Source: an optimization exercise on an open RTL-to-GDS flow (aim: small area, a short achievable clock period and few clock cycles per item). Production flows keep margins and buffers that such runs may drop. RTL that was checked went through simulation tests only; none was proved equivalent to the original.

## raven
## systolic_array_top
module systolic_array_top #(
    parameter DATAWIDTH = 16,
    parameter N_SIZE = 3
) (
    input  logic clk,
    input  logic rst_n,
    input  logic valid_in,
    input  logic [N_SIZE*DATAWIDTH-1:0] matrix_a_in,    
    input  logic [N_SIZE*DATAWIDTH-1:0] matrix_b_in,    
    output logic valid_out,
    output logic [N_SIZE*DATAWIDTH*2-1:0] matrix_c_out
);
Size: roughly 3700 cells after synthesis, about 0.039 mm² of cells after synthesis.
clock: 10.0 ns
lec_check: 0
cap_margin: 20
core_margin: 2
core_utilization: 40
slew_margin: 20
standard.sh (not shown) runs the stock make flow with config.mk's settings and CLKGATE_MAP_FILE= SYNTH_SCRIPT=/design/flow/synth_recipe.tcl, a recipe that flattens the netlist after the stock synthesis.
==> flow/flow/run.sh <==
#!/bin/bash
# The standard layout, with timing repair aiming at a 3.5 ns period (setup
# margin 6.5 ns on the 10 ns clock) instead of the 10 ns period itself.
set -euo pipefail
bash standard.sh finish SETUP_SLACK_MARGIN=6.5 > flow.log 2>&1
The flow did not stop early for raven: all stages ran, and the layout cleared the timing, design-rule and antenna checks.
Testbench counts of raven, summed over its fixed seeds: cycles 3,840, items 320.
## Diff of input files: xenon against raven
- an added SETUP_SLACK_MARGIN of 5
==> flow/run.sh (new file) <==
#!/bin/bash
# synth_recipe.tcl (not shown) runs the flow's synth.tcl, then flattens the netlist and writes it again
# the make line also repeats each setting of config.mk as NAME=value (left out here)
make -C /OpenROAD-flow-scripts/flow DESIGN_CONFIG=/design/flow/config.mk WORK_HOME=/design/flow/orfs CLKGATE_MAP_FILE= SYNTH_SCRIPT=/design/flow/synth_recipe.tcl finish
removed: flow/flow/run.sh
removed: flow/standard.sh
==> comparison <==
- Sort xenon and raven by count of cell instances traversed by the critical path asc -> top: xenon
- Between raven and xenon, via count of the first global-routing pass decreased.
- Relative to raven, the final cell area reported for xenon is lower.
- Time the final worst path needs with I/O delays and setup deteriorates in xenon relative to raven.
- Diff raven -> xenon: maximum frequency from static timing analysis decreased 17%, number of cells after detailed placement essentially unchanged.
- In xenon, detailed-route wire length is lower than in raven.
- For source-to-sink clock delay at the later pin of the worst-skew pair, xenon and raven come out practically identical.
- Max worst max-slew margin expressed relative to the limit across xenon and raven: raven
- xenon leaves less setup margin than raven.

========
Another version of the RTL of systolic_array_top (not shown whole).
Size in the first run: about 3,700 cells after synthesis, roughly 200 I/O pins.
Design systolic_array_top, start of the top module:
module systolic_array_top #(
    parameter DATAWIDTH = 16,
    parameter N_SIZE = 3
) (
    input  logic clk,
    input  logic rst_n,
    input  logic valid_in,
    input  logic [N_SIZE*DATAWIDTH-1:0] matrix_a_in,    
    input  logic [N_SIZE*DATAWIDTH-1:0] matrix_b_in,    
    output logic valid_out,
    output logic [N_SIZE*DATAWIDTH*2-1:0] matrix_c_out
);
Settings: LEC_CHECK=0, CAP_MARGIN=20, CORE_MARGIN=2, CORE_UTILIZATION=40, SLEW_MARGIN=20; clock period 10.0 ns.
==> flow/flow/run.sh <==
#!/bin/bash
# The standard layout, with timing repair aiming at a 3.2 ns period (setup
# margin 6.8 ns on the 10 ns clock) instead of the 10 ns period itself, the
# port buffers made with buf_2 cells, and larger clock-sink clusters.
set -euo pipefail
bash standard.sh finish SETUP_SLACK_MARGIN=6.8 "BUFFER_PORTS_ARGS=-buffer_cell sky130_fd_sc_hd__buf_2" CTS_CLUSTER_SIZE=24 CTS_CLUSTER_DIAMETER=80 > flow.log 2>&1
The baseline finished with timing, DRC and antenna clean.
Testbench counts at the start, summed over its fixed seeds: cycles 3,840, items 320.
Edit:
==> flow/flow/run.sh (replaced) <==
#!/bin/bash
# The standard layout, with timing repair aiming at a 3.5 ns period (setup
# margin 6.5 ns on the 10 ns clock) instead of the 10 ns period itself, and
# the port buffers made with buf_2 cells.
set -euo pipefail
bash standard.sh finish SETUP_SLACK_MARGIN=6.5 "BUFFER_PORTS_ARGS=-buffer_cell sky130_fd_sc_hd__buf_2" > flow.log 2>&1
Clock-buffer cell count grows by 27. Final area shrinks by 2.7%. Worst hold slack gets worse by 23 ps. Via count shrinks by 1.1%. Die area does not change. Sequential share of layout area grows by 0.61 points. Non-clock buffer count shrinks by 36. Register-to-register slack gets worse by 210 ps.
Edit:
==> flow/flow/run.sh (replaced) <==
#!/bin/bash
# The standard layout, with timing repair aiming at a 3.2 ns period (setup
# margin 6.8 ns on the 10 ns clock) instead of the 10 ns period itself, and
# the port buffers made with buf_2 cells.
set -euo pipefail
bash standard.sh finish SETUP_SLACK_MARGIN=6.8 "BUFFER_PORTS_ARGS=-buffer_cell sky130_fd_sc_hd__buf_2" > flow.log 2>&1
What happened: Routed wire length rose by 3.1%; core utilization rose by 2.4 points; setup slack improved by 210 ps; first-iteration DRC count fell by 5.7%.

========
## oak
systolic_array_top, a different RTL version from the one above (not shown whole).
Size: ~560 flip-flops, about 41000 um^2 of cells after synthesis.
==> flow/config.mk <==
export PLATFORM = sky130hd
export DESIGN_NAME = systolic_array_top
export DESIGN_NICKNAME = systolic_array_top
export VERILOG_FILES = /design/flow/design.v
export SDC_FILE = /design/flow/constraint.sdc
export NUM_CORES = 4
export LEC_CHECK = 0
export CAP_MARGIN = 20
export CORE_MARGIN = 2
export CORE_UTILIZATION = 40
export SLEW_MARGIN = 20
==> flow/constraint.sdc <==
create_clock -name core_clock -period 10.0 [get_ports {clk}]
set_input_delay 2.0000 -clock core_clock [delete_from_list [all_inputs] [get_ports {clk}]]
set_output_delay 2.0000 -clock core_clock [all_outputs]
set_load 0.01 [all_outputs]
==> flow/flow/run.sh <==
#!/bin/bash
# The standard layout, with timing repair aiming at a 3.2 ns period (setup
# margin 6.8 ns on the 10 ns clock) instead of the 10 ns period itself, the
# port buffers made with buf_2 cells, and repair_design aiming at the
# library's own slew and capacitance limits (no extra margin).
set -euo pipefail
bash standard.sh finish SETUP_SLACK_MARGIN=6.8 "BUFFER_PORTS_ARGS=-buffer_cell sky130_fd_sc_hd__buf_2" CAP_MARGIN=0 SLEW_MARGIN=0 > flow.log 2>&1
oak closes out successfully: all stages finished, all timing, DRC and antenna checks passed.
Testbench counts of oak, summed over its fixed seeds: cycles 3,840, items 320.
What pine does differently from oak at the input level:
==> flow/flow/run.sh <==
#!/bin/bash
# The standard layout, with timing repair aiming at a 3.2 ns period (setup
# margin 6.8 ns on the 10 ns clock) instead of the 10 ns period itself, the
# port buffers made with buf_2 cells, and larger clock-sink clusters.
set -euo pipefail
bash standard.sh finish SETUP_SLACK_MARGIN=6.8 "BUFFER_PORTS_ARGS=-buffer_cell sky130_fd_sc_hd__buf_2" CTS_CLUSTER_SIZE=20 CTS_CLUSTER_DIAMETER=100 > flow.log 2>&1
Detailed-routed wire length on met2, pine vs oak: down slightly
On sequential cell count, pine and oak are basically level.
Taking oak as the reference, in pine shortest period the worst path allows went down by 0.0044 ns, final non-filler cell total shrank by about 0.7%, total routed wirelength saw a decrease, cell count after synthesis neither gained nor lost much.
On met1 usage in global routing, pine tracks oak almost exactly.
## Diff of input files: birch against pine
==> flow/flow/run.sh <==
#!/bin/bash
# The standard layout, with timing repair aiming at a 3.2 ns period (setup
# margin 6.8 ns on the 10 ns clock) instead of the 10 ns period itself, the
# port buffers made with buf_2 cells, and Yosys's area-oriented ABC script.
set -euo pipefail
bash standard.sh finish SETUP_SLACK_MARGIN=6.8 "BUFFER_PORTS_ARGS=-buffer_cell sky130_fd_sc_hd__buf_2" ABC_AREA=1 > flow.log 2>&1
Results
In the tables for birch and pine, clock buffer count in the final layout reads higher with birch. Going from pine to birch, design area moved up, post-placement cell area moved up, cell count after placement moved up, met1 usage moved up, non-clock buffer count moved up. birch falls short of pine in global-route wire length before repair.

========
== the reference run ==
systolic_array_top, a different RTL version from the one above (not shown whole).
Size in the first run: about 460 flip-flops, about 0.036 mm2 of cells after synthesis.
clock: 10.0 ns
lec_check: 0
cap_margin: 20
core_margin: 2
core_utilization: 40
setup_slack_margin: 5
slew_margin: 20
run.sh (not shown) runs the stock make flow with config.mk's settings and CLKGATE_MAP_FILE= SYNTH_SCRIPT=/design/flow/synth_recipe.tcl, a recipe that flattens the netlist after the stock synthesis.
Stock flow here: none of the scripts above is used.
#### Input delta (the trial run over the reference run)
Settings: putting ABC_CLOCK_PERIOD_IN_PS at 4000 where nothing was set.
==> comparison <==
- Re signed area change from the synthesized netlist to the final layout: no difference whatsoever between the reference run and the trial run.
- As far as count of port buffers added during placement goes, the reference run and the trial run are indistinguishable; the numbers are identical.
- Between the trial run and the reference run, the sequential cell count of the final layout figures differ only marginally.
- On via count, the reference run and the trial run are neck and neck.
- As far as buffer count from post-CTS setup fixing goes, the trial run and the reference run are indistinguishable; the numbers are identical.
- Least setup slack across all paths after layout came out exactly the same in the reference run and the trial run.
Function was not checked in any run of this note: the RTL went through the layout flow alone.

========
== lane 1 ==
Another version of the RTL of systolic_array_top (not shown whole).
For scale: about 200 I/O pins, about 40,000 sq um of cells after synthesis.
make LEC_CHECK=0 CAP_MARGIN=20 CORE_MARGIN=2 CORE_UTILIZATION=40 SETUP_SLACK_MARGIN=5 SLEW_MARGIN=20 finish   # period 10.0 ns
Lane 1 finished every step from synthesis to the final layout, and the layout passed the timing, design-rule and antenna checks.
Setup changes, lane 1 to lane 2
Settings: SETUP_SLACK_MARGIN no longer set, was 5.
==> flow/flow/run.sh (new file) <==
#!/bin/bash
# The standard layout, with timing repair aiming at a 3.5 ns period (setup
# margin 6.5 ns on the 10 ns clock) instead of the 10 ns period itself.
set -euo pipefail
bash standard.sh finish SETUP_SLACK_MARGIN=6.5 > flow.log 2>&1
==> flow/standard.sh (new file) <==
#!/bin/bash
# synth_recipe.tcl (not shown) runs the flow's synth.tcl, then flattens the netlist and writes it again
# the make line also repeats each setting of config.mk as NAME=value (left out here)
make -C /OpenROAD-flow-scripts/flow DESIGN_CONFIG=/design/flow/config.mk WORK_HOME=/design/flow/orfs CLKGATE_MAP_FILE= SYNTH_SCRIPT=/design/flow/synth_recipe.tcl "${@:-finish}"
removed: flow/run.sh
## What came out
- Lane 2 has completed all stages; timing, DRC and antenna checks passed.
- Comparing non-clock buffer count for lane 1 and lane 2, the smaller number came from lane 1.
- Lane 2 ended up with a higher met1 global-route usage than lane 1 did.
- Lane 1 → lane 2: register area rose by 1.8%, clock-buffer cell count saw an increase, final worst slack picked up an extra 0.97 ns.
- Higher critical path depth was reported by lane 2, not lane 1.
- Final cell area: lane 2 above lane 1
- Compared with lane 1, lane 2 shows a first-pass GRT wire length that is 7100 um higher.
No run of this note included a check of the RTL's function; only the layout flow was run.

[separate check: timing with driven ports]
Ports are ideal in the flow. The routed layouts listed here were re-timed in OpenROAD.
Step 1 sets driving cells, clkbuf_16 on the clock port and buf_2 on the other inputs (assumed; they add their load-dependent delay and slew).
Step 2, shift: input delay + t, output delay - t, t = (earliest + latest rising clock arrival at the registers) / 2. This alone moves slack from input paths to output paths.
Slacks: ideal ports / drivers / drivers and shift; pairs: ideal ports / drivers.
run	t (ns)	slack for setup (ns)	worst slew at a driven data input, ns
raven	0.707	6.226 / 6.226 / 5.914	0.08
xenon	0.697	5.456 / 5.456 / 5.456	0.10
the first run of note 2	0.689	6.752 / 6.752 / 6.752	0.07
the second run of note 2	0.749	6.538 / 6.538 / 6.538	0.07
the third run of note 2	0.720	6.752 / 6.752 / 6.752	0.07
oak	0.725	6.832 / 6.755 / 6.842	0.07
pine	0.706	6.836 / 6.763 / 6.870	0.07
birch	0.746	6.747 / 6.747 / 6.617	0.11
the reference run	0.695	4.854 / 4.783 / 5.354	0.12
the trial run	0.695	4.854 / 4.783 / 5.354	0.12
lane 1	0.707	5.412 / 5.412 / 5.412	0.13
lane 2	0.715	6.381 / 6.381 / 5.989	0.06
After both steps setup and hold are still met in every run listed. For lane 2, which loses most, drivers alone change the setup slack by 0.000 ns; drivers and shift together by -0.392 ns.
